Background: an optimization exercise with open tools, aiming at small area. Do not read the settings as production practice.
The RTL was checked by simulation tests, not by an equivalence proof against the original design.

<file path="config.mk">
export PLATFORM = sky130hd
export DESIGN_NAME = primeFinder
export DESIGN_NICKNAME = primeFinder
export VERILOG_FILES = /design/flow/design.v
export SDC_FILE = /design/flow/constraint.sdc
export NUM_CORES = 4
export LEC_CHECK = 0
export ABC_AREA = 1
export ABC_CLOCK_PERIOD_IN_PS = 25000
export CAP_MARGIN = 20
export CORE_MARGIN = 2
export CORE_UTILIZATION = 40
export SLEW_MARGIN = 20
</file>
<file path="constraint.sdc">
create_clock -name core_clock -period 25.0 [get_ports {clk}]
set_input_delay 5.0000 -clock core_clock [delete_from_list [all_inputs] [get_ports {clk}]]
set_output_delay 5.0000 -clock core_clock [all_outputs]
set_load 0.01 [all_outputs]
</file>
<file path="design.v">
module PrimeCounter(clk, Reset_n, En, Act, Phi, Pnext, TC, P0);
	input clk, Reset_n, En;
	input Act;	 
	input [6:1] Phi;
	output [6:1] Pnext;	 
	output reg TC;
	output reg P0;
	wire wrap = Act & Phi[6] & Phi[4] & Phi[3] & ~Phi[2] & Phi[1] & P0;	 
	wire step = Reset_n & ~wrap & En;
	assign Pnext = step ? {Phi[5:1], P0} : 6'd0;
	always @(posedge clk) begin
		TC <= Reset_n & wrap;
		if (!Reset_n | wrap) P0 <= 1'b0;
		else if (En) P0 <= ~(Phi[6] ^ Phi[2]);
	end
endmodule
module PrimeStateMachine(clk, KEYS, Done, sRST, state, next, F);
	input clk;
	input [3:0] KEYS;
	input Done;
	output reg sRST;
	output reg [1:0] state;
	output reg [1:0] next;
	output reg F;
	reg sKEY;
	always @(*) begin
		next = state;
		if (!sRST) next = 2'b00;
		else case (state)
			2'b00: if (!sKEY) next = 2'b01;
			2'b01: if (!sKEY) next = 2'b11;
			2'b11: if (Done) next = 2'b10;
			default: ;
		endcase
	end
	always @(posedge clk) begin
		sRST <= KEYS[3];
		sKEY <= (next == 2'b00) ? KEYS[0] : KEYS[1];
		state <= next;
		F <= (next == state) & sRST;
	end
endmodule
module SevenSegment(hi, lo, disp0, disp1, disp2, disp3, disp4, disp5);
	input [9:0] hi, lo;
	output [6:0] disp0, disp1, disp2, disp3, disp4, disp5;
	function [3:0] add3(input [3:0] d);
		case (d)
			4'd0: add3 = 4'd0; 4'd1: add3 = 4'd1; 4'd2: add3 = 4'd2; 4'd3: add3 = 4'd3; 4'd4: add3 = 4'd4;
			4'd5: add3 = 4'd8; 4'd6: add3 = 4'd9; 4'd7: add3 = 4'd10; 4'd8: add3 = 4'd11; 4'd9: add3 = 4'd12;
			default: add3 = 4'bxxxx;
		endcase
	endfunction
	wire [9:0] H = hi;
	wire [9:0] L = lo;
	wire [14:0] M = {H, 4'b0} + {H, 3'b0} + L;	 
	wire [4:0] mh = M[14:10];
	wire [10:0] N = {mh, 4'b0} + {mh, 3'b0} + M[9:0];	 
	wire [10:0] Q0 = H + mh;	 
	reg [12:0] dl;
	wire [10:0] Q = Q0 + dl[12];
	reg [11:0] dh;
	integer i, j;
	always @(*) begin
		dl = 13'd0;
		for (i = 10; i >= 0; i = i - 1) begin
			for (j = 0; j < 3; j = j + 1) dl[4*j +: 4] = add3(dl[4*j +: 4]);
			dl = {dl[11:0], N[i]};
		end
		dh = 12'd0;
		for (i = 10; i >= 0; i = i - 1) begin
			for (j = 0; j < 3; j = j + 1) dh[4*j +: 4] = add3(dh[4*j +: 4]);
			dh = {dh[10:0], Q[i]};
		end
	end
	BCD Disp_0(.value(dl[3:0]),   .disp(disp0));
	BCD Disp_1(.value(dl[7:4]),   .disp(disp1));
	BCD Disp_2(.value(dl[11:8]),  .disp(disp2));
	BCD Disp_3(.value(dh[3:0]),   .disp(disp3));
	BCD Disp_4(.value(dh[7:4]),   .disp(disp4));
	BCD Disp_5(.value(dh[11:8]),  .disp(disp5));
endmodule
module BCD(value, disp);
	input [3:0] value;
	output reg [6:0] disp;
	always @(*) begin
		case (value)
			4'd0: disp = 7'b1000000;
			4'd1: disp = 7'b1111001;
			4'd2: disp = 7'b0100100;
			4'd3: disp = 7'b0110000;
			4'd4: disp = 7'b0011001;
			4'd5: disp = 7'b0010010;
			4'd6: disp = 7'b0000010;
			4'd7: disp = 7'b1111000;
			4'd8: disp = 7'b0000000;
			4'd9: disp = 7'b0011000;
			default: disp = 7'bxxxxxxx;
		endcase
	end
endmodule
module primeFinder(clk, SW, KEYS, LEDR, HEX0, HEX1, HEX2, HEX3, HEX4, HEX5);
	input clk;
	input [9:0] SW;
	input [3:0] KEYS;
	output [9:0] LEDR;
	output [6:0] HEX0, HEX1, HEX2, HEX3, HEX4, HEX5;
	wire sRST, F, TC, P0;
	wire [1:0] state, next;
	wire [6:1] Pnext;
	reg [9:0] X, Y, Z;
	wire load_lo = ~state[1] & ~state[0];
	wire load_hi = ~state[1] & state[0];
	wire calc = state[1] & state[0];
	wire show = state[1] & ~state[0];
	wire done = TC & Y[9] & Y[8] & Y[7] & Y[6] & Y[5] & Y[2] & Y[1] & Y[0];
	PrimeStateMachine SM_0(.clk(clk), .KEYS(KEYS), .Done(done), .sRST(sRST), .state(state),
		.next(next), .F(F));
	PrimeCounter CalculationTime(.clk(clk), .Reset_n(KEYS[3]), .En(calc), .Act(state[1]), .Phi(Z[5:0]),
		.Pnext(Pnext), .TC(TC), .P0(P0));
	always @(posedge clk) begin
		Z[9:6] <= SW[9:6];
		Z[5:0] <= next[1] ? Pnext : SW[5:0];
		X <= (load_hi & F) ? Z : show ? 10'd868 : 10'd0;
		if ((load_lo & F) | (load_hi & ~F)) Y <= Z;
		else if ((load_hi & F) | (calc & F & sRST)) Y <= Y + {9'd0, TC};
		else if (show) Y <= 10'd56;
		else Y <= 10'd0;
	end
	assign LEDR[0] = load_lo;
	assign LEDR[1] = load_hi;
	assign LEDR[2] = calc;
	assign LEDR[3] = show;
	assign LEDR[7:4] = 4'b0000;
	assign LEDR[8] = TC;
	assign LEDR[9] = calc;
	SevenSegment Display_0(.hi(X), .lo(Y), .disp0(HEX0), .disp1(HEX1), .disp2(HEX2),
		.disp3(HEX3), .disp4(HEX4), .disp5(HEX5));
endmodule
</file>
<file path="flow/run.sh">
#!/bin/bash
# Standard synthesis, then the combinational logic is re-mapped for area
# (flip-flops untouched), then the standard layout from floorplan on, with
# the smallest buffer on the ports. Each tool's output goes to its own log here.
set -euo pipefail
HERE=$(pwd)
R=$HERE/orfs/results/$FLOW_PLATFORM/primeFinder/base
bash standard.sh synth > std_synth.log 2>&1
cp $R/1_2_yosys.v $HERE/1_2_yosys.std.v
export RS_LIB=$FLOW_HOME/platforms/sky130hd/lib/sky130_fd_sc_hd__tt_025C_1v80.lib
export RS_SCRIPT=$HERE/flow/area.abc
export RS_IN=$HERE/1_2_yosys.std.v
export RS_OUT=$HERE/1_2_yosys.rs.v
export RS_STAT=$HERE/resynth_stat.txt
export RS_DONT_USE="$(cat $HERE/flow/dont_use.txt)"
yosys -c $HERE/flow/resynth.tcl > resynth.log 2>&1
cp $RS_OUT $R/1_2_yosys.v
rm -f $R/1_synth.odb $R/1_synth.sdc
bash standard.sh BUFFER_PORTS_ARGS="-buffer_cell sky130_fd_sc_hd__buf_1" CTS_ARGS="-sink_clustering_enable -sink_clustering_size 64 -sink_clustering_max_diameter 500 -buf_list sky130_fd_sc_hd__clkbuf_4 -root_buf sky130_fd_sc_hd__clkbuf_4 -dont_use_dummy_load -repair_clock_nets" finish > std_finish.log 2>&1
</file>
<file path="flow/area.abc">
strash
&get -n
&deepsyn -T 60
&put
dch -f
amap
</file>
<file path="flow/dont_use.txt">
sky130_fd_sc_hd__lpflow_bleeder_1 sky130_fd_sc_hd__lpflow_clkbufkapwr_1 sky130_fd_sc_hd__lpflow_clkbufkapwr_16 sky130_fd_sc_hd__lpflow_clkbufkapwr_2 sky130_fd_sc_hd__lpflow_clkbufkapwr_4 sky130_fd_sc_hd__lpflow_clkbufkapwr_8 sky130_fd_sc_hd__lpflow_clkinvkapwr_1 sky130_fd_sc_hd__lpflow_clkinvkapwr_16 sky130_fd_sc_hd__lpflow_clkinvkapwr_2 sky130_fd_sc_hd__lpflow_clkinvkapwr_4 sky130_fd_sc_hd__lpflow_clkinvkapwr_8 sky130_fd_sc_hd__lpflow_decapkapwr_12 sky130_fd_sc_hd__lpflow_decapkapwr_3 sky130_fd_sc_hd__lpflow_decapkapwr_4 sky130_fd_sc_hd__lpflow_decapkapwr_6 sky130_fd_sc_hd__lpflow_decapkapwr_8 sky130_fd_sc_hd__lpflow_inputiso0n_1 sky130_fd_sc_hd__lpflow_inputiso0p_1 sky130_fd_sc_hd__lpflow_inputiso1n_1 sky130_fd_sc_hd__lpflow_inputiso1p_1 sky130_fd_sc_hd__lpflow_inputisolatch_1 sky130_fd_sc_hd__lpflow_isobufsrc_1 sky130_fd_sc_hd__lpflow_isobufsrc_16 sky130_fd_sc_hd__lpflow_isobufsrc_2 sky130_fd_sc_hd__lpflow_isobufsrc_4 sky130_fd_sc_hd__lpflow_isobufsrc_8 sky130_fd_sc_hd__lpflow_isobufsrckapwr_16 sky130_fd_sc_hd__lpflow_lsbuf_lh_hl_isowell_tap_1 sky130_fd_sc_hd__lpflow_lsbuf_lh_hl_isowell_tap_2 sky130_fd_sc_hd__lpflow_lsbuf_lh_hl_isowell_tap_4 sky130_fd_sc_hd__lpflow_lsbuf_lh_isowell_4 sky130_fd_sc_hd__lpflow_lsbuf_lh_isowell_tap_1 sky130_fd_sc_hd__lpflow_lsbuf_lh_isowell_tap_2 sky130_fd_sc_hd__lpflow_lsbuf_lh_isowell_tap_4 sky130_fd_sc_hd__probe_p_8 sky130_fd_sc_hd__probec_p_8
</file>
<file path="flow/resynth.tcl">
# Re-map the combinational logic of a synthesized netlist for area; flip-flops kept as they are.
yosys -import
set lib $::env(RS_LIB)
set script $::env(RS_SCRIPT)
read_liberty -ignore_miss_func $lib
read_verilog $::env(RS_IN)
hierarchy -top primeFinder
# keep every flip-flop cell as it is (same instance, name and cell type)
foreach m [list sky130_fd_sc_hd__dfxtp_1 sky130_fd_sc_hd__dfxtp_2 sky130_fd_sc_hd__dfxtp_4 sky130_fd_sc_hd__edfxtp_1 sky130_fd_sc_hd__dfrtp_1 sky130_fd_sc_hd__dfstp_1] { if {[llength [tee -q -s result.string select -list =$m]]} { blackbox =$m } }
flatten
hierarchy -top primeFinder
opt -purge
set du {}
foreach c $::env(RS_DONT_USE) { lappend du -dont_use $c }
abc -script $script -liberty $lib {*}$du
opt_clean -purge
read_liberty -lib -overwrite $lib
hilomap -singleton -hicell sky130_fd_sc_hd__conb_1 HI -locell sky130_fd_sc_hd__conb_1 LO
splitnets
opt_clean -purge
tee -o $::env(RS_STAT) stat -liberty $lib
check -assert
write_verilog -noattr -nohex -nodec $::env(RS_OUT)
</file>
<file path="standard.sh">
#!/bin/bash
# synth_recipe.tcl (not shown) runs the flow's synth.tcl, then flattens the netlist and writes it again
# the make line also repeats each setting of config.mk as NAME=value (left out here)
make -C /OpenROAD-flow-scripts/flow DESIGN_CONFIG=/design/flow/config.mk WORK_HOME=/design/flow/orfs CLKGATE_MAP_FILE= SYNTH_SCRIPT=/design/flow/synth_recipe.tcl "${@:-finish}"
</file>
==> out/qor.csv, run 1 <==
metric,value,unit
outcome,timing/DRC/antenna clean,
Top Ports,67,
# fillers,946,
Nets,691,
Cell Rows,33,
final core utilization,46.53,%
DR WL/cell,10.34,um
crit-path leading delay family,compound AO/OA/AOI/OAI gates,
placed cells,774,
Seq. cell area,740.7,um^2
final critical path time including I/O delays and setup,20280,ps
die area,9321,um^2
Post-DRT Antenna Nets,0,
critical path type,register to primary output,
Slew Limit Fails,0,
synthesized instance count,604,
HPWL Detailed,6775,um
share of layout cells above drive strength 1,0.8902,%
total grt overflow,0,
Max Clock Freq,49.30,MHz
crit path launch type,register,
critical path's slowest cell,o21ai_0,
Post-CTS Setup Bufs,0,
Worst-Margin Slew,886.2,ps
CTS tree,done,
pre-CTS setup slack,5148,ps
ANT cells,0,
Multi-input gate area,2344,um^2
worst setup path start,X[1],
final setup vio count,0,
R2R Setup Slk,22900,ps
Max Fanout on Critical Path,7,
WL final,8058,um
synthesis-to-finish area growth,12.16,%
DRC Markers,0,
total number of vias,4029,
first-pass GRT wire length,13660,um
RR Endpoint,Y[3],
crit end category,primary output,
Num CTS Buffers,5,
max incr delay on CP,490,ps
CTS Hold Bufs,0,
drt pass-1 iters,4,
worst reg2reg startpoint,SM_0.state[1],
worst path required time,20000,ps
Die X,96.55,um
CP endpoint,HEX5[3],
clk_skew,37.20,ps
Die Span Y,96.55,um
Max-cap violations,0,
CTS H-tree depth,2,
CTS root buf,clkbuf_4,
vias in the first global route,3417,
Fin Setup TNS,0,ps
I/O Buffers,61,
worst hold path type,register to register,
Post-Syn Area,3426,um^2
post-synthesis average cell area,5.672,um^2
Final Wtd Congestion,0.8409,
Core ar.,8258,um^2
CTS Buffer Depth,2,
RSZ-0062 raised after global routing,false,
hold_ws,393.1,ps
clock-pin slew on the worst setup and hold paths,120,ps
clk sinks,37,
worst-case reg-to-reg path depth,5,
Final Cycle Share,81.13,%
crit path DAT,15280,ps
Total Routing Usage GR,17.49,%
Vias per Instance,5.172,
cts repair resizes,0,
Crit path buffers/inverters,10,
Crit. path cell count,92,
Yosys warnings,5,
Worst-Skew Late Latency,340,ps
starting density of the core,41.48,%
"most used cell, CP",nand2_1,
starting DRC count in detailed routing,114,
Relative slew margins,40.30,%
fin cells,779,
initial antenna violation count,0,
final worst slack,4718,ps
largest net degree at the start of global routing,13,
Fin. Hold Viols,0,
final cells by class:
class                      count  share of cell area [%]
clock buffer                   5                  0.9769
inverter                      94                   9.183
multi-input combinational    476                   60.99
sequential                    37                   19.28
tap                          105                   3.419
timing repair buffer          62                   6.154
registers in the layout, indices dropped and copies added (netlist names):
signal              count
Z                      10
SM_0.sKEY               1
CalculationTime.P0      1
Y                      10
CalculationTime.TC      1
X                      10
SM_0.F                  1
SM_0.state              2
SM_0.sRST               1
how the worst min path moves through the flow:
stage | from | end | slack, ps | depth (start not counted)
3_3_place_gp | Z[7] | X[7] | 430 | 2
3_5_place_dp | Z[7] | X[7] | 420 | 2
6_report | Z[7] | X[7] | 390 | 2
2_1_floorplan | Z[7] | X[7] | 400 | 2
4_1_cts | Z[7] | X[7] | 400 | 2
5_1_grt | Z[7] | X[7] | 410 | 2
metal layers:
| metal | GRT usage, % | up-vias | wire length, um |
|---|---|---|---|
| met5 | 0 | - | 0 |
| met2 | 32.64 | 56 | 3826 |
| met4 | 3.052 | 0 | 66 |
| met1 | 21.85 | 1727 | 3932 |
| li1 | - | 2239 | - |
| met3 | 1.862 | 7 | 232 |
cell usage in the layout, fill, tap and decap left out, types with 6 or more instances in the layout:
cell type,instances
o21ai_0,88
or2_0,6
nor2_1,135
nor2b_1,8
o32ai_1,6
a21oi_1,48
buf_1,61
nor3_1,19
o22ai_1,27
nand2_1,75
clkinv_1,94
a22oi_1,9
a32o_1,6
dfxtp_1,37
o211ai_1,9
per-stage QoR:
step / cell area (um^2)
after floorplan: 3437
after global placement: 3805
after detailed placement: 3805
after CTS: 3842
after global routing: 3842
final: 3842
worst register-to-register path: cells and delay by family (launching register included):
family / cells / cell delay (ps)
compound gates: 3 / 1040
buf+inv: 2 / 540
flops: 1 / 380
==> inputs of run 2 (changes only) <==
--- a/flow/run.sh
+++ b/flow/run.sh
@@ -16,4 +16,4 @@
 yosys -c $HERE/flow/resynth.tcl > resynth.log 2>&1
 cp $RS_OUT $R/1_2_yosys.v
 rm -f $R/1_synth.odb $R/1_synth.sdc
-bash standard.sh BUFFER_PORTS_ARGS="-buffer_cell sky130_fd_sc_hd__buf_1" CTS_ARGS="-sink_clustering_enable -sink_clustering_size 64 -sink_clustering_max_diameter 500 -buf_list sky130_fd_sc_hd__clkbuf_4 -root_buf sky130_fd_sc_hd__clkbuf_4 -dont_use_dummy_load -repair_clock_nets" finish > std_finish.log 2>&1
+bash standard.sh BUFFER_PORTS_ARGS="-buffer_cell sky130_fd_sc_hd__buf_1" CTS_ARGS="-sink_clustering_enable -sink_clustering_size 64 -sink_clustering_max_diameter 500 -buf_list sky130_fd_sc_hd__clkbuf_8 -root_buf sky130_fd_sc_hd__clkbuf_8 -dont_use_dummy_load -repair_clock_nets" finish > std_finish.log 2>&1
==> run 2 against run 1 <==
Effect of this change: setup slack improved by 46 ps; count of clock-buffer cells in the layout did not move; final area rose by 0.81%; sequential share of layout area fell by 0.16 points; critical path depth did not move; routed wire length barely moved; synthesized cell count did not move; clock skew fell by 11 ps; worst hold slack improved by 9.5 ps; area after synthesis did not move; non-clock buffer count did not move; critical endpoint unchanged.
==> out/qor.csv, run 2 <==
metric,value,unit,change
Post-DRT Antenna Nets,0,,unchanged
first-pass GRT wire length,13680,um,was 13660 um
Worst-Skew Late Latency,290,ps,was 340 ps
crit end category,primary output,,unchanged
RR Endpoint,Y[3],,unchanged
HPWL Detailed,6775,um,unchanged
Multi-input gate area,2344,um^2,unchanged
CTS Buffer Depth,2,,unchanged
DR WL/cell,10.35,um,was 10.34 um
worst hold path type,register to register,,unchanged
worst path required time,20000,ps,about the same
dpl cell area,3805,um^2,unchanged
Post-Syn Area,3426,um^2,unchanged
Max-cap violations,0,,unchanged
worst setup path start,X[1],,unchanged
Final Cycle Share,80.94,%,was 81.13%
synthesized instance count,604,,unchanged
Vias per Instance,5.169,,was 5.172
clock-pin slew on the worst setup and hold paths,80,ps,was 120 ps
Yosys warnings,5,,unchanged
Worst-Margin Slew,889.2,ps,was 886.2 ps
crit path launch type,register,,unchanged
hold_ws,402.6,ps,was 393.1 ps
Cell Rows,33,,unchanged
Post-CTS Setup Bufs,0,,unchanged
I/O Buffers,61,,unchanged
synthesis-to-finish area growth,13.08,%,was 12.16%
Top Registers,"X (10), Y (10), Z (10)",,unchanged
Fin Setup TNS,0,ps,unchanged
final instance area,3874,um^2,was 3842 um^2
crit path DAT,15240,ps,was 15280 ps
max incr delay on CP,490,ps,about the same
CTS tree,done,,unchanged
starting DRC count in detailed routing,110,,was 114
initial antenna violation count,0,,unchanged
Top Ports,67,,unchanged
largest net degree at the start of global routing,13,,unchanged
critical path type,register to primary output,,unchanged
R2R Setup Slk,22900,ps,about the same
CTS H-tree depth,2,,unchanged
hold path start,Z[7],,unchanged
"most used cell, CP",nand2_1,,unchanged
Slew Limit Fails,0,,unchanged
Seq. cell area,740.7,um^2,unchanged
Max Clock Freq,49.42,MHz,was 49.30 MHz
critical path's slowest cell,o21ai_0,,unchanged
final setup vio count,0,,unchanged
Num CTS Buffers,5,,unchanged
final core utilization,46.91,%,was 46.53%
Die X,96.55,um,unchanged
Die Span Y,96.55,um,unchanged
Min-Delay Endpoint,X[7],,unchanged
"commonest non-fill, non-tap cell in the layout",nor2_1,,unchanged
die area,9321,um^2,unchanged
total number of vias,4027,,was 4029
worst reg2reg startpoint,SM_0.state[1],,unchanged
post-synthesis average cell area,5.672,um^2,unchanged
ANT cells,0,,unchanged
Nets,691,,unchanged
vias in the first global route,3432,,was 3417
share of layout cells above drive strength 1,0.8902,%,unchanged
CTS Hold Bufs,0,,unchanged
Fin. Hold Viols,0,,unchanged
hold path depth,2,,unchanged
starting density of the core,41.48,%,unchanged
Max Fanout on Critical Path,7,,unchanged
Final Wtd Congestion,0.8409,,unchanged
Relative slew margins,40.09,%,was 40.30%
worst-case reg-to-reg path depth,5,,unchanged
Total Routing Usage GR,17.65,%,was 17.49%
WL final,8064,um,was 8058 um
drt pass-1 iters,4,,unchanged
highest-count cells in the layout ignoring fill and taps,"nor2_1, clkinv_1, o21ai_0",,unchanged
Core ar.,8258,um^2,unchanged
clk_skew,26.17,ps,was 37.20 ps
cts repair resizes,0,,unchanged
CTS root buf,clkbuf_8,,was clkbuf_4
DRC Markers,0,,unchanged
RSZ-0062 raised after global routing,false,,unchanged
# fillers,942,,was 946
total grt overflow,0,,unchanged
outcome,timing/DRC/antenna clean,,unchanged
clk sinks,37,,unchanged
final critical path time including I/O delays and setup,20240,ps,was 20280 ps
==> run 2: critical path: cells and delay by family (launching register included) <==
family,cells,cell delay [ps]
buf+inv,10,1470
flops,1,400
compound gates,36,7570
simple gates,46,5600
==> run 2: through the flow <==
stage | cells | setup slack [ps]
2_1_floorplan | 607 | 7454
3_3_place_gp | 774 | 5490
3_5_place_dp | 774 | 5148
4_1_cts | 779 | 4782
5_1_grt | 779 | 2141
6_report | 779 | 4764
==> run 2: final cells by class <==
cell class,count,area share [%]
multi-input combinational,476,60.50
sequential,37,19.12
inverter,94,9.109
timing repair buffer,62,6.105
tap,105,3.391
clock buffer,5,1.776
==> run 2: how the worst max path moves through the flow <==
stage,endpoint,slack (ps),depth (start not counted)
floorplan,HEX4[0],7450,93
global placement,HEX5[3],5490,92
detailed placement,HEX5[3],5150,92
CTS,HEX5[3],4780,92
global route,HEX5[0],2140,92
finish,HEX5[3],4760,92
==> run 2: per-layer routing <==
layer  part of all wire (%)  wire length, um  up-vias  track usage [%]
met5                      0                0        -                0
met4                   0.88               71        0            3.756
met3                    3.3              265        8            2.095
met2                     47             3815       56            32.81
met1                     48             3911     1726            21.76
li1                       -                -     2237                -
==> inputs of run 3 (changes only) <==
--- a/flow/run.sh
+++ b/flow/run.sh
@@ -16,4 +16,4 @@
 yosys -c $HERE/flow/resynth.tcl > resynth.log 2>&1
 cp $RS_OUT $R/1_2_yosys.v
 rm -f $R/1_synth.odb $R/1_synth.sdc
-bash standard.sh BUFFER_PORTS_ARGS="-buffer_cell sky130_fd_sc_hd__buf_1" CTS_ARGS="-sink_clustering_enable -sink_clustering_size 64 -sink_clustering_max_diameter 500 -buf_list sky130_fd_sc_hd__clkbuf_8 -root_buf sky130_fd_sc_hd__clkbuf_8 -dont_use_dummy_load -repair_clock_nets" finish > std_finish.log 2>&1
+bash standard.sh BUFFER_PORTS_ARGS="-buffer_cell sky130_fd_sc_hd__buf_1" CTS_ARGS="-sink_clustering_enable -sink_clustering_size 64 -sink_clustering_max_diameter 500 -buf_list sky130_fd_sc_hd__clkbuf_4 -root_buf sky130_fd_sc_hd__clkbuf_8 -dont_use_dummy_load -repair_clock_nets" finish > std_finish.log 2>&1
==> run 3 against run 2 <==
Effect of this change: still clean; register-to-register slack barely moved; synthesized cell count did not move; sequential share of layout area did not move; worst hold slack did not move; final area did not move; flip-flop and latch count did not move; first-iteration DRC count did not move; setup slack did not move; highest routed layer unchanged.
==> out/qor.csv, run 3 <==
metric,value,unit,change
outcome,timing/DRC/antenna clean,,unchanged
share of layout cells above drive strength 1,0.8902,%,unchanged
clock-pin slew on the worst setup and hold paths,80,ps,about the same
met1 Usage GRT,21.76,%,unchanged
drt pass-1 iters,4,,unchanged
Fin. Hold Viols,0,,unchanged
fin cells,779,,unchanged
Vias per Instance,5.169,,unchanged
Top Ports,67,,unchanged
critical path's slowest cell,o21ai_0,,unchanged
Max-cap violations,0,,unchanged
Die X,96.55,um,unchanged
Max Fanout on Critical Path,7,,unchanged
"most used cell, CP",nand2_1,,unchanged
Cell Rows,33,,unchanged
CTS Buffer Depth,2,,unchanged
final instance area,3874,um^2,unchanged
placed cells,774,,unchanged
Fin Setup TNS,0,ps,unchanged
Nets,691,,unchanged
Post-Syn Area,3426,um^2,unchanged
initial antenna violation count,0,,unchanged
Final Cycle Share,80.94,%,unchanged
worst hold path type,register to register,,unchanged
cts repair resizes,0,,unchanged
Yosys warnings,5,,unchanged
Num CTS Buffers,5,,unchanged
crit path DAT,15240,ps,about the same
Final Wtd Congestion,0.8409,,unchanged
first-pass GRT wire length,13680,um,unchanged
Seq. cell area,740.7,um^2,unchanged
"commonest non-fill, non-tap cell in the layout",nor2_1,,unchanged
total number of vias,4027,,unchanged
final critical path time including I/O delays and setup,20240,ps,unchanged
vias in the first global route,3432,,unchanged
crit path launch type,register,,unchanged
Top Registers,"X (10), Y (10), Z (10)",,unchanged
CTS root buf,clkbuf_8,,unchanged
clk sinks,37,,unchanged
Post-DRT Antenna Nets,0,,unchanged
Worst-Skew Late Latency,290,ps,about the same
DR WL/cell,10.35,um,unchanged
ANT cells,0,,unchanged
grt peak-use layer,met2,,unchanged
CTS Hold Bufs,0,,unchanged
total grt overflow,0,,unchanged
Slew Limit Fails,0,,unchanged
starting DRC count in detailed routing,110,,unchanged
WL final,8064,um,unchanged
Crit path buffers/inverters,10,,unchanged
Max Clock Freq,49.42,MHz,unchanged
DRC Markers,0,,unchanged
HPWL Detailed,6775,um,unchanged
crit-path leading delay family,compound AO/OA/AOI/OAI gates,,unchanged
CTS tree,done,,unchanged
highest-count cells in the layout ignoring fill and taps,"nor2_1, clkinv_1, o21ai_0",,unchanged
starting density of the core,41.48,%,unchanged
max incr delay on CP,490,ps,about the same
crit end category,primary output,,unchanged
die area,9321,um^2,unchanged
synthesized instance count,604,,unchanged
dpl cell area,3805,um^2,unchanged
worst path required time,20000,ps,about the same
Post-CTS Setup Bufs,0,,unchanged
post-synthesis average cell area,5.672,um^2,unchanged
met2 Track Usage GR,32.81,%,unchanged
Core ar.,8258,um^2,unchanged
critical path type,register to primary output,,unchanged
Relative slew margins,40.09,%,unchanged
largest net degree at the start of global routing,13,,unchanged
RSZ-0062 raised after global routing,false,,unchanged
Die Span Y,96.55,um,unchanged
CTS H-tree depth,2,,unchanged
clk_skew,26.17,ps,unchanged
Total Routing Usage GR,17.65,%,unchanged
M3 GR Usage,2.095,%,unchanged
Multi-input gate area,2344,um^2,unchanged
# fillers,942,,unchanged
Worst-Margin Slew,889.2,ps,unchanged
synthesis-to-finish area growth,13.08,%,unchanged
I/O Buffers,61,,unchanged
final setup vio count,0,,unchanged
## run 3: area by class of cell
class	count	share of cell area, %
tap	105	3.391
clock buffer	5	1.776
multi-input combinational	476	60.50
timing repair buffer	62	6.105
inverter	94	9.109
sequential	37	19.12
## run 3: metrics by stage
| stage | utilization (%) | setup WS [ps] | hold WS [ps] |
|---|---|---|---|
| after global routing | 46.91 | 2141 | 427.0 |
| after floorplan | - | 7454 | 403.3 |
| after global placement | 46.08 | 5490 | 427.1 |
| final | 46.91 | 4764 | 402.6 |
| after CTS | 46.91 | 4782 | 411.0 |
| after detailed placement | 46.08 | 5148 | 420.0 |
## run 3: worst min-delay path, stage by stage (launching register included)
cell,delay (ps)
dfxtp_1,300
clkinv_1,50
nor2_1,40
## run 3: layer usage
layer,vias to the layer above,share of wire (%)
met5,-,0
met4,0,0.88
met3,8,3.3
met2,56,47
met1,1726,48
li1,2237,-
## run 3: path summary, 6_finish.rpt
check	startpoint	endpoint	slack, ps	cells past startpoint
worst min register to register	Z[7]	X[7]	400	2
worst max-delay path	X[1]	HEX5[3]	4760	92
worst min-delay path	Z[7]	X[7]	400	2
worst max register to register	SM_0.state[1]	Y[3]	22900	5
==> inputs of run 4 (changes only) <==
==> flow/run.sh (replaced) <==
#!/bin/bash
# Standard synthesis; then the combinational logic is re-mapped for area with a
# few ABC scripts (flip-flops untouched) and the smallest result is kept; then the
# standard layout from floorplan on, with the smallest buffer on the ports and a
# small clock tree. Each tool's output goes to its own log in this folder.
set -euo pipefail
HERE=$(pwd)
R=$HERE/orfs/results/$FLOW_PLATFORM/primeFinder/base
bash standard.sh synth > std_synth.log 2>&1
cp $R/1_2_yosys.v $HERE/1_2_yosys.std.v
export RS_LIB=$FLOW_HOME/platforms/sky130hd/lib/sky130_fd_sc_hd__tt_025C_1v80.lib
export RS_IN=$HERE/1_2_yosys.std.v
export RS_DONT_USE="$(cat $HERE/flow/dont_use.txt)"
for s in $HERE/flow/abc*.abc; do
  n=$(basename $s .abc)
  RS_SCRIPT=$s RS_OUT=$HERE/rs_$n.v RS_STAT=$HERE/rs_$n.stat \
    yosys -c $HERE/flow/resynth.tcl > resynth_$n.log 2>&1 &
done
wait
best=""; bestarea=""
for s in $HERE/flow/abc*.abc; do
  n=$(basename $s .abc)
  [ -f $HERE/rs_$n.v ] || continue
  a=$(awk '/Chip area/ {print $NF}' $HERE/rs_$n.stat)
  echo "$n $a" >> resynth_areas.txt
  if [ -z "$best" ] || awk -v a=$a -v b=$bestarea 'BEGIN{exit !(a<b)}'; then best=$n; bestarea=$a; fi
done
echo "chosen $best $bestarea" >> resynth_areas.txt
cp $HERE/rs_$best.v $R/1_2_yosys.v
rm -f $R/1_synth.odb $R/1_synth.sdc
bash standard.sh BUFFER_PORTS_ARGS="-buffer_cell sky130_fd_sc_hd__buf_1" CTS_ARGS="-sink_clustering_enable -sink_clustering_size 64 -sink_clustering_max_diameter 500 -buf_list sky130_fd_sc_hd__clkbuf_4 -root_buf sky130_fd_sc_hd__clkbuf_4 -dont_use_dummy_load -repair_clock_nets" finish > std_finish.log 2>&1
==> flow/abc1.abc (new file) <==
strash
&get -n
&deepsyn -T 60
&put
dch -f
amap
==> flow/abc2.abc (new file) <==
strash
&get -n
&deepsyn -T 30
&deepsyn -T 30 -S 3
&put
dch -f
amap
==> flow/abc3.abc (new file) <==
strash
&get -n
&deepsyn -T 30
&deepsyn -T 30 -S 3
&put
dch -f
amap -m -F 2
==> flow/abc4.abc (new file) <==
strash
dc2
&get -n
&deepsyn -T 30
&deepsyn -T 30 -S 3
&put
dch -f
amap
removed: flow/area.abc
==> run 4 against run 3 <==
Effect of this change: sequential share of layout area is 0.35 points higher; die area is 0.98% lower; count of clock-buffer cells in the layout stayed put; critical endpoint is now HEX5[4]; via count is 1.0% lower; register-to-register slack better by 70 ps; setup slack worse by 290 ps; flip-flop and latch count stayed put; non-clock buffer count is 1 lower; final cell count is 0.51% lower.
==> out/qor.csv, run 4 <==
metric,value,unit,change
Post-CTS Setup Bufs,0,,unchanged
Top Registers,"X (10), Y (10), Z (10)",,unchanged
Num CTS Buffers,5,,unchanged
critical path type,register to primary output,,unchanged
Fin Setup TNS,0,ps,unchanged
Worst-Skew Late Latency,340,ps,was 290 ps
CTS Buffer Depth,2,,unchanged
final critical path time including I/O delays and setup,20530,ps,was 20240 ps
CTS root buf,clkbuf_4,,was clkbuf_8
synthesis-to-finish area growth,12.21,%,was 13.08%
crit path DAT,15530,ps,was 15240 ps
initial antenna violation count,0,,unchanged
Final Wtd Congestion,0.7694,,was 0.8409
total grt overflow,0,,unchanged
final core utilization,46.31,%,was 46.91%
Post-DRT Antenna Nets,0,,unchanged
first-pass GRT wire length,13680,um,unchanged
hold path start,Z[7],,unchanged
Worst-Margin Slew,771.3,ps,was 889.2 ps
Core ar.,8217,um^2,was 8258 um^2
CTS H-tree depth,2,,unchanged
worst reg2reg startpoint,Y[1],,was SM_0.state[1]
total number of vias,3986,,was 4027
Total Routing Usage GR,17.70,%,was 17.65%
Max-cap violations,0,,unchanged
vias in the first global route,3421,,was 3432
share of layout cells above drive strength 1,0.8955,%,was 0.8902%
Relative slew margins,48.04,%,was 40.09%
clk sinks,37,,unchanged
max incr delay on CP,610,ps,was 490 ps
pre-CTS setup slack,4983,ps,was 5148 ps
Die Span Y,96.07,um,was 96.55 um
"most used cell, CP",o21ai_0,,was nand2_1
CTS Hold Bufs,0,,unchanged
Nets,687,,was 691
DR WL/cell,10.14,um,was 10.35 um
Crit path buffers/inverters,10,,unchanged
cts repair resizes,0,,unchanged
ANT cells,0,,unchanged
Post-Syn Area,3391,um^2,was 3426 um^2
outcome,timing/DRC/antenna clean,,unchanged
Final Cycle Share,82.10,%,was 80.94%
WL final,7861,um,was 8064 um
Die X,96.07,um,was 96.55 um
final setup vio count,0,,unchanged
drt pass-1 iters,4,,unchanged
clk_skew,26.74,ps,was 26.17 ps
largest net degree at the start of global routing,12,,was 13
Vias per Instance,5.143,,was 5.169
synthesized instance count,601,,was 604
clock-pin slew on the worst setup and hold paths,110,ps,was 80 ps
I/O Buffers,61,,unchanged
crit end category,primary output,,unchanged
Fin. Hold Viols,0,,unchanged
worst path required time,20000,ps,about the same
CTS tree,done,,unchanged
crit-path leading delay family,compound AO/OA/AOI/OAI gates,,unchanged
Max Clock Freq,48.72,MHz,was 49.42 MHz
HPWL Detailed,6622,um,was 6775 um
"commonest non-fill, non-tap cell in the layout",nor2_1,,unchanged
post-synthesis average cell area,5.642,um^2,was 5.672 um^2
DRC Markers,0,,unchanged
crit path launch type,register,,unchanged
worst setup path start,X[1],,unchanged
final worst slack,4474,ps,was 4764 ps
critical path's slowest cell,o21ai_0,,unchanged
starting density of the core,41.27,%,was 41.48%
Yosys warnings,5,,unchanged
highest-count cells in the layout ignoring fill and taps,"nor2_1, clkinv_1, o21ai_0",,unchanged
Cell Rows,33,,unchanged
die area,9229,um^2,was 9321 um^2
RSZ-0062 raised after global routing,false,,unchanged
Top Ports,67,,unchanged
Max Fanout on Critical Path,8,,was 7
starting DRC count in detailed routing,120,,was 110
Slew Limit Fails,0,,unchanged
worst hold path type,register to register,,unchanged
-- run 4: cell type report --
type | instances | area (um^2)
multi-input cells | 475 | 2321
fillers | 932 | 4412
flip-flops and latches | 37 | 740.7
clock buffers | 5 | 37.54
repair buffers | 61 | 229.0
inverters | 92 | 345.3
well taps | 105 | 131.4
-- run 4: metal layers --
layer / GRT usage [%] / vias to the layer above / share of wire (%)
met5: 0 / - / 0
met4: 4.286 / 0 / 0.78
met3: 1.644 / 6 / 2.8
met2: 32.99 / 53 / 47
met1: 21.66 / 1709 / 49
li1: - / 2218 / -
-- run 4: final timing paths --
kind / endpoint / slack, ps / cells after the start
worst max-delay path: HEX5[4] / 4470 / 92
worst min-delay path: X[7] / 430 / 2
worst max register to register: Y[9] / 22970 / 12
worst min register to register: X[7] / 430 / 2
-- run 4: stage by stage --
| stage | instance area, um^2 | hold WS [ps] | instances |
|---|---|---|---|
| floorplan | 3402 | 403.3 | 604 |
| global placement | 3762 | 425.1 | 770 |
| detailed placement | 3762 | 426.6 | 770 |
| CTS | 3800 | 438.8 | 775 |
| global route | 3805 | 461.7 | 775 |
| finish | 3805 | 433.6 | 775 |
-- run 4: worst min-delay path, cell delays in order (launching register included) --
cell	delay, ps
dfxtp_1	310
clkinv_1	50
nor2_1	40
==> inputs of run 5 (changes only) <==
==> flow/run.sh (replaced) <==
#!/bin/bash
# Standard synthesis; then the combinational logic is re-mapped for area with a
# few ABC scripts (flip-flops untouched) and the smallest result is kept; then the
# standard layout from floorplan on, with the smallest buffer on the ports, a
# small clock tree and one tie cell for the constant outputs. Each tool's output goes to its own log in this folder.
set -euo pipefail
HERE=$(pwd)
R=$HERE/orfs/results/$FLOW_PLATFORM/primeFinder/base
bash standard.sh synth > std_synth.log 2>&1
cp $R/1_2_yosys.v $HERE/1_2_yosys.std.v
export RS_LIB=$FLOW_HOME/platforms/sky130hd/lib/sky130_fd_sc_hd__tt_025C_1v80.lib
export RS_IN=$HERE/1_2_yosys.std.v
export RS_DONT_USE="$(cat $HERE/flow/dont_use.txt)"
i=0
for s in $HERE/flow/abc*.abc; do
  n=$(basename $s .abc)
  RS_SCRIPT=$s RS_OUT=$HERE/rs_$n.v RS_STAT=$HERE/rs_$n.stat \
    yosys -c $HERE/flow/resynth.tcl > resynth_$n.log 2>&1 &
  i=$((i+1))
  if [ $((i % 4)) -eq 0 ]; then wait; fi
done
wait
best=""; bestarea=""
for s in $HERE/flow/abc*.abc; do
  n=$(basename $s .abc)
  [ -f $HERE/rs_$n.v ] || continue
  a=$(awk '/Chip area/ {print $NF}' $HERE/rs_$n.stat)
  echo "$n $a" >> resynth_areas.txt
  if [ -z "$best" ] || awk -v a=$a -v b=$bestarea 'BEGIN{exit !(a<b)}'; then best=$n; bestarea=$a; fi
done
echo "chosen $best $bestarea" >> resynth_areas.txt
cp $HERE/rs_$best.v $R/1_2_yosys.v
rm -f $R/1_synth.odb $R/1_synth.sdc
bash standard.sh SKIP_REPAIR_TIE_FANOUT=1 BUFFER_PORTS_ARGS="-buffer_cell sky130_fd_sc_hd__buf_1" CTS_ARGS="-sink_clustering_enable -sink_clustering_size 64 -sink_clustering_max_diameter 500 -buf_list {sky130_fd_sc_hd__clkbuf_2 sky130_fd_sc_hd__clkbuf_4} -root_buf sky130_fd_sc_hd__clkbuf_4 -dont_use_dummy_load -repair_clock_nets" finish > std_finish.log 2>&1
==> flow/abc1.abc (replaced) <==
strash
&get -n
&deepsyn -T 10
&put
dch -f
amap
==> flow/abc10.abc (new file) <==
strash
&get -n
&deepsyn -T 10 -S 7
&deepsyn -T 10 -S 11
&put
dch -f
amap -m -F 2
==> flow/abc2.abc (replaced) <==
strash
&get -n
&deepsyn -T 10
&put
dch -f
amap -m -F 2
==> flow/abc3.abc (replaced) <==
strash
&get -n
&deepsyn -T 10
&deepsyn -T 10 -S 3
&put
dch -f
amap
==> flow/abc4.abc (replaced) <==
strash
&get -n
&deepsyn -T 10
&deepsyn -T 10 -S 3
&put
dch -f
amap -m -F 2
==> flow/abc5.abc (new file) <==
strash
&get -n
&deepsyn -T 10 -S 3
&deepsyn -T 10 -S 5
&put
dch -f
amap
==> flow/abc6.abc (new file) <==
strash
&get -n
&deepsyn -T 10 -S 3
&deepsyn -T 10 -S 5
&put
dch -f
amap -m -F 2
==> flow/abc7.abc (new file) <==
strash
&get -n
&deepsyn -T 10 -S 1
&put
dch -f
amap
==> flow/abc8.abc (new file) <==
strash
&get -n
&deepsyn -T 10 -S 1
&put
dch -f
amap -m -F 2
==> flow/abc9.abc (new file) <==
strash
&get -n
&deepsyn -T 10 -S 7
&deepsyn -T 10 -S 11
&put
dch -f
amap
--- a/config.mk
+++ b/config.mk
@@ -9,5 +9,6 @@
 export ABC_CLOCK_PERIOD_IN_PS = 25000
 export CAP_MARGIN = 20
 export CORE_MARGIN = 2
-export CORE_UTILIZATION = 40
+export CORE_UTILIZATION = 65
+export PLACE_DENSITY = 0.75
 export SLEW_MARGIN = 20
==> run 5 against run 4 <==
Effect of this change: still clean; non-clock buffer count unchanged; die area shrank 37%; fmax down 1.0%; critical path type unchanged; critical endpoint is now HEX4[0].
==> out/qor.csv, run 5 <==
metric,value,unit,change
Core ar.,5075,um^2,was 8217 um^2
hold_ws,400.7,ps,was 433.6 ps
initial antenna violation count,0,,unchanged
critical path's slowest cell,o21ai_0,,unchanged
starting DRC count in detailed routing,175,,was 120
Total Routing Usage GR,27.95,%,was 17.70%
CTS H-tree depth,2,,unchanged
worst path required time,20000,ps,about the same
final setup vio count,0,,unchanged
Worst-Margin Slew,1030,ps,was 771.3 ps
largest net degree at the start of global routing,12,,unchanged
highest-count cells in the layout ignoring fill and taps,"nor2_1, clkinv_1, o21ai_0",,unchanged
Top Registers,"X (10), Y (10), Z (10)",,unchanged
crit path launch type,register,,unchanged
cts repair resizes,0,,unchanged
Fin. Hold Viols,0,,unchanged
WL final,8068,um,was 7861 um
Fin Setup TNS,0,ps,unchanged
outcome,timing/DRC/antenna clean,,unchanged
HPWL Detailed,6626,um,was 6622 um
clock-pin slew on the worst setup and hold paths,100,ps,was 110 ps
RSZ-0062 raised after global routing,false,,unchanged
total number of vias,4182,,was 3986
Post-CTS Setup Bufs,0,,unchanged
crit-path leading delay family,compound AO/OA/AOI/OAI gates,,unchanged
clk_skew,21.83,ps,was 26.74 ps
DRC Markers,0,,unchanged
I/O Buffers,61,,unchanged
Max Clock Freq,48.23,MHz,was 48.72 MHz
CTS Hold Bufs,0,,unchanged
synthesis-to-finish area growth,10.45,%,was 12.21%
synthesized instance count,598,,was 601
"commonest non-fill, non-tap cell in the layout",nor2_1,,unchanged
DR WL/cell,10.99,um,was 10.14 um
Num CTS Buffers,5,,unchanged
Die X,76.20,um,was 96.07 um
crit path DAT,15730,ps,was 15530 ps
die area,5806,um^2,was 9229 um^2
ANT cells,0,,unchanged
Final Wtd Congestion,0.9092,,was 0.7694
max incr delay on CP,570,ps,was 610 ps
Final Cycle Share,82.93,%,was 82.10%
final core utilization,73.74,%,was 46.31%
first-pass GRT wire length,14160,um,was 13680 um
CTS Buffer Depth,2,,unchanged
Crit path buffers/inverters,12,,was 10
drt pass-1 iters,5,,was 4
final critical path time including I/O delays and setup,20730,ps,was 20530 ps
post-synthesis average cell area,5.666,um^2,was 5.642 um^2
CTS root buf,clkbuf_4,,unchanged
crit end category,primary output,,unchanged
final instance area,3742,um^2,was 3805 um^2
Max-cap violations,0,,unchanged
Vias per Instance,5.698,,was 5.143
Post-Syn Area,3388,um^2,was 3391 um^2
worst hold path type,register to register,,unchanged
total grt overflow,0,,unchanged
Top Ports,67,,unchanged
clk sinks,37,,unchanged
starting density of the core,66.77,%,was 41.27%
Nets,681,,was 687
Relative slew margins,30.95,%,was 48.04%
Max Fanout on Critical Path,8,,unchanged
Cell Rows,26,,was 33
share of layout cells above drive strength 1,0.7530,%,was 0.8955%
Slew Limit Fails,0,,unchanged
vias in the first global route,3670,,was 3421
Post-DRT Antenna Nets,0,,unchanged
critical path type,register to primary output,,unchanged
Die Span Y,76.20,um,was 96.07 um
Yosys warnings,5,,unchanged
Worst-Skew Late Latency,350,ps,was 340 ps
dpl cell area,3705,um^2,was 3762 um^2
"most used cell, CP",o21ai_0,,unchanged
CTS tree,done,,unchanged
[run 5: through the flow]
step                setup slack, ps  std cells
floorplan                      7063        598
global placement               5535        729
detailed placement             4956        729
CTS                            4486        734
global route                   1812        734
finish                         4267        734
[run 5: cell type report]
cell class	instances	area, um^2
fill	451	1333
inverter	95	356.6
clock buffer	5	37.54
timing repair buffer	61	229.0
tap	70	87.58
multi-input combinational	466	2291
sequential	37	740.7
[run 5: worst paths after layout]
| kind | from | end | slack, ps | cells after the start |
|---|---|---|---|---|
| max reg2reg | SM_0.state[0] | Y[8] | 22790 | 6 |
| min | Z[7] | X[7] | 400 | 2 |
| max | X[3] | HEX4[0] | 4270 | 92 |
| min reg2reg | Z[7] | X[7] | 400 | 2 |
[run 5: worst register-to-register path, stage by stage, from the launching register on]
cell	delay [ps]
dfxtp_1	410
clkinv_1	120
nor2_1	200
nand2_1	270
o21ai_0	370
clkinv_1	410
o32ai_1	360
[run 5: routing by layer]
metal | vias up | part of all wire, % | global-route usage [%]
li1 | 2220 | - | -
met3 | 14 | 4.5 | 2.725
met5 | - | 0 | 0
met4 | 0 | 1.9 | 12.00
met1 | 1832 | 43 | 31.14
met2 | 116 | 50 | 53.45
==> inputs of run 6 (changes only) <==
--- a/flow/run.sh
+++ b/flow/run.sh
@@ -31,4 +31,4 @@
 echo "chosen $best $bestarea" >> resynth_areas.txt
 cp $HERE/rs_$best.v $R/1_2_yosys.v
 rm -f $R/1_synth.odb $R/1_synth.sdc
-bash standard.sh SKIP_REPAIR_TIE_FANOUT=1 BUFFER_PORTS_ARGS="-buffer_cell sky130_fd_sc_hd__buf_1" CTS_ARGS="-sink_clustering_enable -sink_clustering_size 64 -sink_clustering_max_diameter 500 -buf_list {sky130_fd_sc_hd__clkbuf_2 sky130_fd_sc_hd__clkbuf_4} -root_buf sky130_fd_sc_hd__clkbuf_4 -dont_use_dummy_load -repair_clock_nets" finish > std_finish.log 2>&1
+bash standard.sh SKIP_REPAIR_TIE_FANOUT=1 BUFFER_PORTS_ARGS="-buffer_cell sky130_fd_sc_hd__buf_1" CTS_ARGS="-sink_clustering_enable -sink_clustering_size 64 -sink_clustering_max_diameter 500 -buf_list sky130_fd_sc_hd__clkbuf_4 -root_buf sky130_fd_sc_hd__clkbuf_4 -dont_use_dummy_load -repair_clock_nets" finish > std_finish.log 2>&1
==> run 6 against run 5 <==
Effect of this change: fmax unchanged; flip-flop and latch count unchanged; register-to-register slack about the same; synthesized cell count unchanged; die area unchanged; via count unchanged; final cell count unchanged; critical path depth unchanged; routed wire length unchanged; critical endpoint unchanged; largest cell class unchanged; highest routed layer unchanged.
==> out/qor.csv, run 6 <==
metric,value,unit,change
CTS Hold Bufs,0,,unchanged
crit end category,primary output,,unchanged
DRC Markers,0,,unchanged
Worst-Margin Slew,1030,ps,unchanged
total grt overflow,0,,unchanged
final instance area,3742,um^2,unchanged
CTS root buf,clkbuf_4,,unchanged
Num CTS Buffers,5,,unchanged
"commonest non-fill, non-tap cell in the layout",nor2_1,,unchanged
crit path launch type,register,,unchanged
worst hold path type,register to register,,unchanged
Relative slew margins,30.95,%,unchanged
post-synthesis average cell area,5.666,um^2,unchanged
starting density of the core,66.77,%,unchanged
initial antenna violation count,0,,unchanged
largest net degree at the start of global routing,12,,unchanged
worst path required time,20000,ps,about the same
final critical path time including I/O delays and setup,20730,ps,unchanged
Top Registers,"X (10), Y (10), Z (10)",,unchanged
RSZ-0062 raised after global routing,false,,unchanged
clk sinks,37,,unchanged
Post-DRT Antenna Nets,0,,unchanged
Max Fanout on Critical Path,8,,unchanged
Yosys warnings,5,,unchanged
max incr delay on CP,570,ps,about the same
Core ar.,5075,um^2,unchanged
total number of vias,4182,,unchanged
# fillers,451,,unchanged
Max-cap violations,0,,unchanged
fin cells,734,,unchanged
HPWL Detailed,6626,um,unchanged
crit path DAT,15730,ps,about the same
Fin Setup TNS,0,ps,unchanged
dpl cell area,3705,um^2,unchanged
WL final,8068,um,unchanged
vias in the first global route,3670,,unchanged
Total Routing Usage GR,27.95,%,unchanged
Fin. Hold Viols,0,,unchanged
DR WL/cell,10.99,um,unchanged
highest-count cells in the layout ignoring fill and taps,"nor2_1, clkinv_1, o21ai_0",,unchanged
clk_skew,21.83,ps,unchanged
CTS Buffer Depth,2,,unchanged
cts repair resizes,0,,unchanged
I/O Buffers,61,,unchanged
Top Ports,67,,unchanged
synthesized instance count,598,,unchanged
Post-Syn Area,3388,um^2,unchanged
ANT cells,0,,unchanged
Nets,681,,unchanged
Cell Rows,26,,unchanged
Die Span Y,76.20,um,unchanged
drt pass-1 iters,5,,unchanged
starting DRC count in detailed routing,175,,unchanged
CTS H-tree depth,2,,unchanged
pre-CTS setup slack,4956,ps,unchanged
clock-pin slew on the worst setup and hold paths,100,ps,about the same
synthesis-to-finish area growth,10.45,%,unchanged
"most used cell, CP",o21ai_0,,unchanged
share of layout cells above drive strength 1,0.7530,%,unchanged
critical path type,register to primary output,,unchanged
critical path's slowest cell,o21ai_0,,unchanged
first-pass GRT wire length,14160,um,unchanged
placed cells,729,,unchanged
Worst-Skew Late Latency,350,ps,about the same
Max Clock Freq,48.23,MHz,unchanged
Final Wtd Congestion,0.9092,,unchanged
die area,5806,um^2,unchanged
Vias per Instance,5.698,,unchanged
Final Cycle Share,82.93,%,unchanged
Post-CTS Setup Bufs,0,,unchanged
Die X,76.20,um,unchanged
Slew Limit Fails,0,,unchanged
final setup vio count,0,,unchanged
outcome,timing/DRC/antenna clean,,unchanged
CTS tree,done,,unchanged
final worst slack,4267,ps,unchanged
## run 6: cell type report
type                            instances  area, um^2  area share [%]
Timing Repair Buffer                   61       229.0           6.118
Sequential cell                        37       740.7           19.79
Clock buffer                            5       37.54           1.003
Multi-Input combinational cell        466        2291           61.22
Tap cell                               70       87.58           2.340
Inverter                               95       356.6           9.529
## run 6: metrics by stage
step	hold slack, ps	utilization, %
finish	400.7	73.74
global route	430.4	73.74
CTS	415.9	73.74
detailed placement	422.0	73.00
global placement	420.6	73.00
floorplan	403.3	-
## run 6: worst paths after layout
check                startpoint  cells past startpoint  endpoint  slack, ps
hold / removal             Z[7]                      2      X[7]        400
setup / recovery           X[3]                     92   HEX4[0]       4270
hold reg to reg            Z[7]                      2      X[7]        400
setup reg to reg  SM_0.state[0]                      6      Y[8]      22790
## run 6: layer usage
metal / wire length (um) / part of all wire [%] / vias up / global-route usage (%)
li1: - / - / 2220 / -
met1: 3476 / 43 / 1832 / 31.14
met2: 4074 / 50 / 116 / 53.45
met3: 360 / 4.5 / 14 / 2.725
met4: 156 / 1.9 / 0 / 12.00
met5: 0 / 0 / - / 0
## run 6: worst max-delay path: cells and delay by family, from the launching register on
family | cells | cell delay [ps]
compound gates | 38 | 8260
simple gates | 42 | 5080
buf+inv | 12 | 1610
flops | 1 | 470
==> inputs of run 7 (changes only) <==
==> flow/abc11.abc (new file) <==
strash
&get -n
&dc2
&deepsyn -T 10 -S 0
&put
dch -f
amap
==> flow/abc12.abc (new file) <==
strash
&get -n
&dc2
&deepsyn -T 10 -S 9
&put
dch -f
amap
==> flow/abc13.abc (new file) <==
strash
&get -n
&dc2
&deepsyn -T 10 -S 10
&put
dch -f
amap
==> flow/abc14.abc (new file) <==
strash
&get -n
&dc2
&deepsyn -T 10 -S 15
&put
dch -f
amap
==> run 7 against run 6 <==
Effect of this change: sequential share of layout area is the same; clock skew is the same; via count is the same; utilization is the same; setup slack is the same; final area is the same; critical path type unchanged.
==> out/qor.csv, run 7 <==
metric,value,unit,change
Top Ports,67,,unchanged
Cell Rows,26,,unchanged
Fin Setup TNS,0,ps,unchanged
Final Wtd Congestion,0.9092,,unchanged
worst hold path type,register to register,,unchanged
crit path launch type,register,,unchanged
DRC Markers,0,,unchanged
Nets,681,,unchanged
HPWL Detailed,6626,um,unchanged
critical path type,register to primary output,,unchanged
synthesized instance count,598,,unchanged
final critical path time including I/O delays and setup,20730,ps,unchanged
Top Registers,"X (10), Y (10), Z (10)",,unchanged
Worst-Skew Late Latency,350,ps,about the same
clk_skew,21.83,ps,unchanged
total grt overflow,0,,unchanged
final setup vio count,0,,unchanged
"commonest non-fill, non-tap cell in the layout",nor2_1,,unchanged
Core ar.,5075,um^2,unchanged
final instance area,3742,um^2,unchanged
I/O Buffers,61,,unchanged
ANT cells,0,,unchanged
starting density of the core,66.77,%,unchanged
DR WL/cell,10.99,um,unchanged
Slew Limit Fails,0,,unchanged
first-pass GRT wire length,14160,um,unchanged
initial antenna violation count,0,,unchanged
placed cells,729,,unchanged
clock-pin slew on the worst setup and hold paths,100,ps,about the same
highest-count cells in the layout ignoring fill and taps,"nor2_1, clkinv_1, o21ai_0",,unchanged
total number of vias,4182,,unchanged
Yosys warnings,5,,unchanged
WL final,8068,um,unchanged
CTS root buf,clkbuf_4,,unchanged
hold_ws,400.7,ps,unchanged
Vias per Instance,5.698,,unchanged
CTS tree,done,,unchanged
max incr delay on CP,570,ps,about the same
Max-cap violations,0,,unchanged
outcome,timing/DRC/antenna clean,,unchanged
crit path DAT,15730,ps,about the same
synthesis-to-finish area growth,10.45,%,unchanged
worst path required time,20000,ps,about the same
"most used cell, CP",o21ai_0,,unchanged
clk sinks,37,,unchanged
Max Fanout on Critical Path,8,,unchanged
vias in the first global route,3670,,unchanged
RSZ-0062 raised after global routing,false,,unchanged
cts repair resizes,0,,unchanged
CTS Hold Bufs,0,,unchanged
Max Clock Freq,48.23,MHz,unchanged
drt pass-1 iters,5,,unchanged
Die Span Y,76.20,um,unchanged
Num CTS Buffers,5,,unchanged
Post-CTS Setup Bufs,0,,unchanged
Post-Syn Area,3388,um^2,unchanged
die area,5806,um^2,unchanged
Fin. Hold Viols,0,,unchanged
Post-DRT Antenna Nets,0,,unchanged
share of layout cells above drive strength 1,0.7530,%,unchanged
critical path's slowest cell,o21ai_0,,unchanged
largest net degree at the start of global routing,12,,unchanged
Relative slew margins,30.95,%,unchanged
final worst slack,4267,ps,unchanged
crit end category,primary output,,unchanged
CTS Buffer Depth,2,,unchanged
post-synthesis average cell area,5.666,um^2,unchanged
fin cells,734,,unchanged
starting DRC count in detailed routing,175,,unchanged
Final Cycle Share,82.93,%,unchanged
Total Routing Usage GR,27.95,%,unchanged
pre-CTS setup slack,4956,ps,unchanged
Worst-Margin Slew,1030,ps,unchanged
Die X,76.20,um,unchanged
dpl cell area,3705,um^2,unchanged
CTS H-tree depth,2,,unchanged
[run 7: cell counts in the layout (fill, tap and decap cells not counted)]
Identical to the previous run, type by type.
[run 7: area by class of cell]
class	count	area, um^2
repair buffers	61	229.0
clock buffers	5	37.54
flip-flops and latches	37	740.7
inverters	95	356.6
multi-input cells	466	2291
well taps	70	87.58
fillers	451	1333
[run 7: metal layers]
layer	vias up	track usage [%]	routed length [um]
met5	-	0	0
met4	0	12.00	156
met3	14	2.725	360
met2	116	53.45	4074
met1	1832	31.14	3476
li1	2220	-	-
[run 7: per-stage QoR]
step	utilization (%)
2_1_floorplan	-
3_3_place_gp	73.00
3_5_place_dp	73.00
4_1_cts	73.74
5_1_grt	73.74
6_report	73.74
[run 7: worst paths after layout]
check	start	endpoint	slack (ps)	cells past startpoint
max	X[3]	HEX4[0]	4270	92
min reg2reg	Z[7]	X[7]	400	2
max reg2reg	SM_0.state[0]	Y[8]	22790	6
min	Z[7]	X[7]	400	2
[run 7: critical path, delay by kind of cell, from the launching register on]
kind                   cells  cell delay (ps)
AND/OR/NAND/NOR           42             5080
AO/OA/AOI/OAI             38             8260
flip-flops                 1              470
buffers and inverters     12             1610

[re-timing with driven ports]
The results above use ideal ports. As a check the final layouts listed here were re-extracted and re-timed, cells and wires unchanged. Step 1 (the two cells are an assumption about what drives the block):
set clk [get_ports {clk}]
set_driving_cell -lib_cell sky130_fd_sc_hd__clkbuf_16 $clk
set_driving_cell -lib_cell sky130_fd_sc_hd__buf_2 [delete_from_list [all_inputs] $clk]
Step 2 adds t to the input delays and takes it off the output delays; t is the mean of the earliest and latest rising clock arrival at the registers after step 1. Input paths then give back, and output paths get back, about the clock's delay inside the block. Three values: no drivers, after step 1, after step 2; two values: the first two.
| run | t, ns | setup WS [ns] | hold WS [ns] | worst register clock-pin slew, ns |
|---|---|---|---|---|
| run 1 | 0.346 | 4.718 / 4.696 / 5.042 | 0.393 / 0.393 / 0.393 | 0.12 / 0.12 |
| run 2 | 0.303 | 4.764 / 4.738 / 5.041 | 0.403 / 0.403 / 0.403 | 0.08 / 0.08 |
| run 3 | 0.303 | 4.764 / 4.738 / 5.041 | 0.403 / 0.403 / 0.403 | 0.08 / 0.08 |
| run 4 | 0.347 | 4.474 / 4.452 / 4.799 | 0.434 / 0.434 / 0.434 | 0.11 / 0.11 |
| run 5 | 0.358 | 4.267 / 4.244 / 4.602 | 0.401 / 0.401 / 0.401 | 0.10 / 0.10 |
| run 6 | 0.358 | 4.267 / 4.244 / 4.602 | 0.401 / 0.401 / 0.401 | 0.10 / 0.10 |
| run 7 | 0.358 | 4.267 / 4.244 / 4.602 | 0.401 / 0.401 / 0.401 | 0.10 / 0.10 |
After both steps every run listed still meets setup and hold.
